Source: an optimization exercise on an open RTL-to-GDS flow (aim: small area, a short achievable clock period and few clock cycles per item). Production flows keep margins and buffers that such runs may drop.
The RTL was checked by simulation tests, not by an equivalence proof against the original design.

## the previous run
Design huffmandecode, start of the top module:
module huffmandecode(
clk,
huffrst,
code,
hufftable,
symaddr,
symdata,
huffdata,
hufflength,
hufffinish
    );
input clk,huffrst;
input[15:0] code;
input[8*16-1:0] hufftable;
output [7:0] symaddr;       
input[7:0] symdata;         
output [7:0] huffdata;
output [7:0] hufflength;
output reg hufffinish;
reg [7:0] sa;
assign symaddr  = sa;
assign huffdata = sa;
reg [7:0] g;         
reg [7:0] ca;        
reg [1:0] w;         
reg [4:0] k;         
reg       h;         
reg       one;       
reg       hs;        
reg       fix;       
assign hufflength = {3'b000, k};
wire [7:0] c1   = hufftable[7:0];
wire [7:0] c2   = hufftable[15:8];
wire       b1   = code[15];
wire       b2   = code[14];
wire       hit1 = (c1[7:1] != 7'd0) | (c1[0] & ~b1);
wire       g1   = b1 & ~c1[0];                            
wire       big  = (c1[7:1] != 7'd0) | (c2[7:2] != 6'd0);
wire [1:0] a2   = c1[0] ? {b2, ~b2} : {b1, b2};           
function [5:0] first_entry(input [5:0] x);
    reg [2:0] c, b, gg, s, a;
    reg       h1, h2;
    begin
        c = {1'b0, x[4:3]};           
        b = x[2:0];                   
        h1 = x[5] & ~b[2];            
        gg = {2'b00, b[2] & ~x[5]};    
        gg = {gg[1:0], b[1]};           
        h2 = c > gg;
        gg = gg - c;                    
        s = {2'b00, x[5]} + c;        
        a = s + {gg[1:0], b[0]};       
        if (h1)      first_entry = {3'd0, b[2], 2'd0};
        else if (h2) first_entry = {2'd0, x[5] ? {b[1], ~b[1]} : b[2:1], 2'd0};
        else         first_entry = {1'b0, a, gg[1:0]};
    end
endfunction
function [64*6-1:0] first_table(input dummy);
    integer i;
    begin
        for (i = 0; i < 64; i = i + 1) first_table[6*i +: 6] = first_entry(i[5:0]);
    end
endfunction
localparam [64*6-1:0] FIRST = first_table(1'b0);
wire [5:0] first = FIRST[6*{c1[0], c2[1:0], code[15:13]} +: 6];
wire [3:0] a0   = first[5:2];
wire [1:0] g2   = first[1:0];
  ...
Size: roughly 370 cells after synthesis, roughly 2800 µm² of cells after synthesis.
==> module huffmandecode, before the edit <==
module huffmandecode(
clk,
huffrst,
code,
hufftable,
symaddr,
symdata,
huffdata,
hufflength,
hufffinish
    );
input clk,huffrst;
input[15:0] code;
input[8*16-1:0] hufftable;
output [7:0] symaddr;       
input[7:0] symdata;         
output [7:0] huffdata;
output [7:0] hufflength;
output reg hufffinish;
reg [7:0] sa;
assign symaddr  = sa;
assign huffdata = sa;
reg [7:0] g;         
reg [7:0] ca;        
reg [1:0] w;         
reg [4:0] k;         
reg       h;         
reg       one;       
reg       hs;        
reg       fix;       
assign hufflength = {3'b000, k};
wire [7:0] c1   = hufftable[7:0];
wire [7:0] c2   = hufftable[15:8];
wire       b1   = code[15];
wire       b2   = code[14];
wire       hit1 = (c1[7:1] != 7'd0) | (c1[0] & ~b1);
wire       g1   = b1 & ~c1[0];                            
wire       big  = (c1[7:1] != 7'd0) | (c2[7:2] != 6'd0);
wire [1:0] a2   = c1[0] ? {b2, ~b2} : {b1, b2};           
function [5:0] first_entry(input [5:0] x);
    reg [2:0] c, b, gg, s, a;
    reg       h1, h2;
    begin
        c = {1'b0, x[4:3]};           
        b = x[2:0];                   
        h1 = x[5] & ~b[2];            
        gg = {2'b00, b[2] & ~x[5]};    
        gg = {gg[1:0], b[1]};           
        h2 = c > gg;
        gg = gg - c;                    
        s = {2'b00, x[5]} + c;        
        a = s + {gg[1:0], b[0]};       
        if (h1)      first_entry = {3'd0, b[2], 2'd0};
        else if (h2) first_entry = {2'd0, x[5] ? {b[1], ~b[1]} : b[2:1], 2'd0};
        else         first_entry = {1'b0, a, gg[1:0]};
    end
endfunction
function [64*6-1:0] first_table(input dummy);
    integer i;
    begin
        for (i = 0; i < 64; i = i + 1) first_table[6*i +: 6] = first_entry(i[5:0]);
    end
endfunction
localparam [64*6-1:0] FIRST = first_table(1'b0);
wire [5:0] first = FIRST[6*{c1[0], c2[1:0], code[15:13]} +: 6];
wire [3:0] a0   = first[5:2];
wire [1:0] g2   = first[1:0];
wire       short = fix | hs;                        
wire [9:0] gn   = {1'b0, g, w[1]} - {2'b00, ca};    
wire       hit  = gn[9];                            
wire       dead = ~gn[9] & gn[8];                   
wire       nf   = ~short & ~h & ~hit & (dead | k == 5'd15);   
wire [14:0]  selk = 15'd1 << k[3:0];
wire [12:0]  sel  = selk[14:2];
wire [103:0] cpad = hufftable[127:24];
wire [11:0]  bpad = {code[0], code[1], code[2], code[3], code[4], code[5],
                     code[6], code[7], code[8], code[9], code[10], code[11]};
wire [7:0]   grp [0:4];
wire [4:0]   grpb;
genvar gi;
generate
    for (gi = 0; gi < 4; gi = gi + 1) begin : fg
        assign grp[gi] = (cpad[8*(3*gi)   +: 8] & {8{sel[3*gi]}})
                       | (cpad[8*(3*gi+1) +: 8] & {8{sel[3*gi+1]}})
                       | (cpad[8*(3*gi+2) +: 8] & {8{sel[3*gi+2]}});
        assign grpb[gi] = (bpad[3*gi] & sel[3*gi]) | (bpad[3*gi+1] & sel[3*gi+1])
                        | (bpad[3*gi+2] & sel[3*gi+2]);
    end
endgenerate
assign grp[4]  = cpad[8*12 +: 8] & {8{sel[12]}};
assign grpb[4] = 1'b0;
wire [7:0] fetch_c = grp[0] | grp[1] | grp[2] | grp[3] | grp[4];    
wire       fetch_b = |grpb;                                           
always @(posedge clk) begin
    one   <= hit1;
    hs    <= (c1[0] & ~b1) | (c2[1:0] > {g1, b2});
    fix   <= big;
    if (~huffrst) begin
        g  <= {6'd0, g2};
        sa <= {4'd0, a0};
        ca <= hufftable[23:16];
        w  <= code[13:12];
    end else begin
        g  <= gn[7:0];
        if (~hufffinish)
            sa <= h ? symdata : nf ? 8'hff : fix & (k == 5'd2) ? {6'd0, one ? {1'b0, b1} : a2}
                                           : sa + gn[7:0] + {7'd0, w[0]};
        ca <= fetch_c;
        w  <= {w[0], fetch_b};
    end
end
always @(posedge clk or negedge huffrst) begin
    if (~huffrst) begin
        hufffinish <= 1'b0;
        h <= 1'b0;
        k <= 5'd2;
    end else begin
        if (h | nf)
            hufffinish <= 1'b1;
        h <= short ? ~fix | (k == 5'd3) : hit;
        if (~hufffinish)
            k <= h ? (short ? {3'd0, ~one, one} : k) : nf ? 5'd0 : k + 5'd1;
    end
end
endmodule
clock: 11.0 ns
lec_check: 0
cap_margin: 20
core_margin: 2
core_utilization: 40
slew_margin: 20
tns_end_percent: 5
standard.sh (not shown) runs the stock make flow with config.mk's settings and CLKGATE_MAP_FILE= SYNTH_SCRIPT=/design/flow/synth_recipe.tcl, a recipe that flattens the netlist after the stock synthesis.
==> flow/flow/run.sh <==
#!/bin/bash
# The standard layout (standard.sh) with three changes: synthesis maps with
# ABC on flow/abc.script (flow/synth.tcl), the ports get plain buf_1 buffers,
# and repair_timing aims below the clock period (setup margin).
set -euo pipefail
W=$(pwd)
export BUFFER_PORTS_ARGS="-buffer_cell sky130_fd_sc_hd__buf_1"
export SETUP_SLACK_MARGIN=8.0
export FLOW_ABC_SCRIPT=$W/flow/abc.script
sed "s#SYNTH_SCRIPT=[^ ]*#SYNTH_SCRIPT=$W/flow/synth.tcl#" standard.sh > synth_step.sh
# synthesis also leaves out the full and half adder cells (the platform list
# plus fa/ha): ABC builds the adders from plain gates, which is smaller here.
bash synth_step.sh "DONT_USE_CELLS=sky130_fd_sc_hd__probe_p_8 sky130_fd_sc_hd__probec_p_8 sky130_fd_sc_hd__lpflow_bleeder_1 sky130_fd_sc_hd__lpflow_clkbufkapwr_1 sky130_fd_sc_hd__lpflow_clkbufkapwr_16 sky130_fd_sc_hd__lpflow_clkbufkapwr_2 sky130_fd_sc_hd__lpflow_clkbufkapwr_4 sky130_fd_sc_hd__lpflow_clkbufkapwr_8 sky130_fd_sc_hd__lpflow_clkinvkapwr_1 sky130_fd_sc_hd__lpflow_clkinvkapwr_16 sky130_fd_sc_hd__lpflow_clkinvkapwr_2 sky130_fd_sc_hd__lpflow_clkinvkapwr_4 sky130_fd_sc_hd__lpflow_clkinvkapwr_8 sky130_fd_sc_hd__lpflow_decapkapwr_12 sky130_fd_sc_hd__lpflow_decapkapwr_3 sky130_fd_sc_hd__lpflow_decapkapwr_4 sky130_fd_sc_hd__lpflow_decapkapwr_6 sky130_fd_sc_hd__lpflow_decapkapwr_8 sky130_fd_sc_hd__lpflow_inputiso0n_1 sky130_fd_sc_hd__lpflow_inputiso0p_1 sky130_fd_sc_hd__lpflow_inputiso1n_1 sky130_fd_sc_hd__lpflow_inputiso1p_1 sky130_fd_sc_hd__lpflow_inputisolatch_1 sky130_fd_sc_hd__lpflow_isobufsrc_1 sky130_fd_sc_hd__lpflow_isobufsrc_16 sky130_fd_sc_hd__lpflow_isobufsrc_2 sky130_fd_sc_hd__lpflow_isobufsrc_4 sky130_fd_sc_hd__lpflow_isobufsrc_8 sky130_fd_sc_hd__lpflow_isobufsrckapwr_16 sky130_fd_sc_hd__lpflow_lsbuf_lh_hl_isowell_tap_1 sky130_fd_sc_hd__lpflow_lsbuf_lh_hl_isowell_tap_2 sky130_fd_sc_hd__lpflow_lsbuf_lh_hl_isowell_tap_4 sky130_fd_sc_hd__lpflow_lsbuf_lh_isowell_4 sky130_fd_sc_hd__lpflow_lsbuf_lh_isowell_tap_1 sky130_fd_sc_hd__lpflow_lsbuf_lh_isowell_tap_2 sky130_fd_sc_hd__lpflow_lsbuf_lh_isowell_tap_4 sky130_fd_sc_hd__fill_1 sky130_fd_sc_hd__fill_2 sky130_fd_sc_hd__fill_4 sky130_fd_sc_hd__fill_8 sky130_fd_sc_hd__fa_1 sky130_fd_sc_hd__fa_2 sky130_fd_sc_hd__fa_4 sky130_fd_sc_hd__ha_1 sky130_fd_sc_hd__ha_2 sky130_fd_sc_hd__ha_4" synth > synth.log 2>&1
bash standard.sh > standard.log 2>&1
Other scripts of this flow, unchanged in this note and not shown: flow/flow/abc.script, flow/flow/synth.tcl
Testbench counts of the previous run, summed over its fixed seeds: cycles 9,412, items 2,048.
## Diff of input files: the current run against the previous run
==> flow/design.v, changed modules only <==
module huffmandecode(
clk,
huffrst,
code,
hufftable,
symaddr,
symdata,
huffdata,
hufflength,
hufffinish
    );
input clk,huffrst;
input[15:0] code;
input[8*16-1:0] hufftable;
output [7:0] symaddr;       
input[7:0] symdata;         
output [7:0] huffdata;
output [7:0] hufflength;
output reg hufffinish;
reg [7:0] sa;
assign symaddr  = sa;
assign huffdata = sa;
reg [7:0] g;         
reg [7:0] ca;        
reg [1:0] w;         
reg [3:0] n;         
reg       h;         
reg       one;       
reg       hs;        
reg       fix;       
reg [4:0] hl;        
assign hufflength = {3'b000, hl};
wire [7:0] c1   = hufftable[7:0];
wire [7:0] c2   = hufftable[15:8];
wire       b1   = code[15];
wire       b2   = code[14];
wire       hit1 = (c1[7:1] != 7'd0) | (c1[0] & ~b1);
wire       g1   = b1 & ~c1[0];                            
wire       big  = (c1[7:1] != 7'd0) | (c2[7:2] != 6'd0);
wire [1:0] a2   = c1[0] ? {b2, ~b2} : {b1, b2};           
function [5:0] first_entry(input [5:0] x);
    reg [2:0] c, b, gg, s, a;
    reg       h1, h2;
    begin
        c = {1'b0, x[4:3]};           
        b = x[2:0];                   
        h1 = x[5] & ~b[2];            
        gg = {2'b00, b[2] & ~x[5]};    
        gg = {gg[1:0], b[1]};           
        h2 = c > gg;
        gg = gg - c;                    
        s = {2'b00, x[5]} + c;        
        a = s + {gg[1:0], b[0]};       
        if (h1)      first_entry = {3'd0, b[2], 2'd0};
        else if (h2) first_entry = {2'd0, x[5] ? {b[1], ~b[1]} : b[2:1], 2'd0};
        else         first_entry = {1'b0, a, gg[1:0]};
    end
endfunction
function [64*6-1:0] first_table(input dummy);
    integer i;
    begin
        for (i = 0; i < 64; i = i + 1) first_table[6*i +: 6] = first_entry(i[5:0]);
    end
endfunction
localparam [64*6-1:0] FIRST = first_table(1'b0);
wire [5:0] first = FIRST[6*{c1[0], c2[1:0], code[15:13]} +: 6];
wire [3:0] a0   = first[5:2];
wire [1:0] g2   = first[1:0];
wire       short = fix | hs;                        
wire [9:0] gn   = {1'b0, g, w[1]} - {2'b00, ca};    
wire       hit  = gn[9];                            
wire       dead = ~gn[9] & gn[8];                   
wire       nf   = ~short & ~h & ~hit & (dead | n == 4'd13);   
wire [12:0]  sel  = 13'd1 << n;
wire [103:0] cpad = hufftable[127:24];
wire [11:0]  bpad = {code[0], code[1], code[2], code[3], code[4], code[5],
                     code[6], code[7], code[8], code[9], code[10], code[11]};
wire [7:0]   grp [0:4];
wire [4:0]   grpb;
genvar gi;
generate
    for (gi = 0; gi < 4; gi = gi + 1) begin : fg
        assign grp[gi] = (cpad[8*(3*gi)   +: 8] & {8{sel[3*gi]}})
                       | (cpad[8*(3*gi+1) +: 8] & {8{sel[3*gi+1]}})
                       | (cpad[8*(3*gi+2) +: 8] & {8{sel[3*gi+2]}});
        assign grpb[gi] = (bpad[3*gi] & sel[3*gi]) | (bpad[3*gi+1] & sel[3*gi+1])
                        | (bpad[3*gi+2] & sel[3*gi+2]);
    end
endgenerate
assign grp[4]  = cpad[8*12 +: 8] & {8{sel[12]}};
assign grpb[4] = 1'b0;
wire [7:0] fetch_c = grp[0] | grp[1] | grp[2] | grp[3] | grp[4];    
wire       fetch_b = |grpb;                                           
always @(posedge clk) begin
    one   <= hit1;
    hs    <= (c1[0] & ~b1) | (c2[1:0] > {g1, b2});
    fix   <= big;
    if (~huffrst) begin
        g  <= {6'd0, g2};
        sa <= {4'd0, a0};
        ca <= hufftable[23:16];
        w  <= code[13:12];
    end else begin
        g  <= gn[7:0];
        if (~hufffinish)
            sa <= h ? symdata : nf ? 8'hff : fix & (n == 4'd0) ? {6'd0, one ? {1'b0, b1} : a2}
                                           : sa + gn[7:0] + {7'd0, w[0]};
        ca <= fetch_c;
        w  <= {w[0], fetch_b};
    end
    if (~hufffinish) begin
        hl <= ~h ? 5'd0 : one ? 5'd1 : short ? 5'd2 : {1'b0, n} + 5'd2;
    end
end
always @(posedge clk or negedge huffrst) begin
    if (~huffrst) begin
        hufffinish <= 1'b0;
        h <= 1'b0;
        n <= 4'd0;
    end else begin
        if (h | nf)
            hufffinish <= 1'b1;
        h <= short ? ~fix | (n == 4'd1) : hit;
        n <= n + 4'd1;
    end
end
endmodule
--- outcome ---
Delta(final area, the current run - the previous run) > 0
Diff the current run and the previous run: sequential share of layout area lower in the previous run
Compared to the previous run, the current run has die extent in x about 2% higher.
The final reports for the current run and the previous run show sequential cell area in the final layout higher in the former.
[the current run] multi-input gate share of total cell area fell 2.6 points relative to the previous run
The current run ended up with sky130_fd_sc_hd__a32o_1 as its slowest stage cell on the critical path; the previous run ended up with sky130_fd_sc_hd__a32o_2.
[compare] base=the previous run new=the current run: number of iterations in the first detailed-routing pass -5, count of clock-buffer cells in the layout down 1, pin count of the biggest net entering global routing rose about 15%, total clock sinks saw an increase, remaining max-slew budget at the tightest pin picked up an extra 25 points.
Compared with the previous run, the current run improves number of vias after detailed routing.
Testbench counts of the current run, summed over its fixed seeds: cycles 9,412, items 2,048.

re-timing with driven ports:
How much do the figures lean on ideal ports? The routed layouts below were timed once more, with nothing changed but the port constraints.
Step 1 sets driving cells, clkbuf_16 on the clock port and buf_2 on the other inputs (assumed; they add their load-dependent delay and slew).
Step 2 also shifts input and output timing later by t, the mid clock arrival at the registers, as if the neighbouring blocks saw the same clock.
Slacks: ideal / step 1 / step 2; pairs: ideal / step 1.
run | t, ns | setup WS [ns] | latest minus earliest clock arrival (ns) | slew at the worst register clock pin (ns)
the previous run | 0.309 | 7.802 / 7.789 / 7.484 | 0.008 / 0.008 | 0.07 / 0.07
the current run | 0.317 | 7.843 / 7.836 / 7.519 | 0.011 / 0.011 | 0.08 / 0.08
After both steps every run listed still meets setup and hold. For the current run, which loses most, drivers alone change the setup slack by -0.007 ns; drivers and shift together by -0.324 ns.
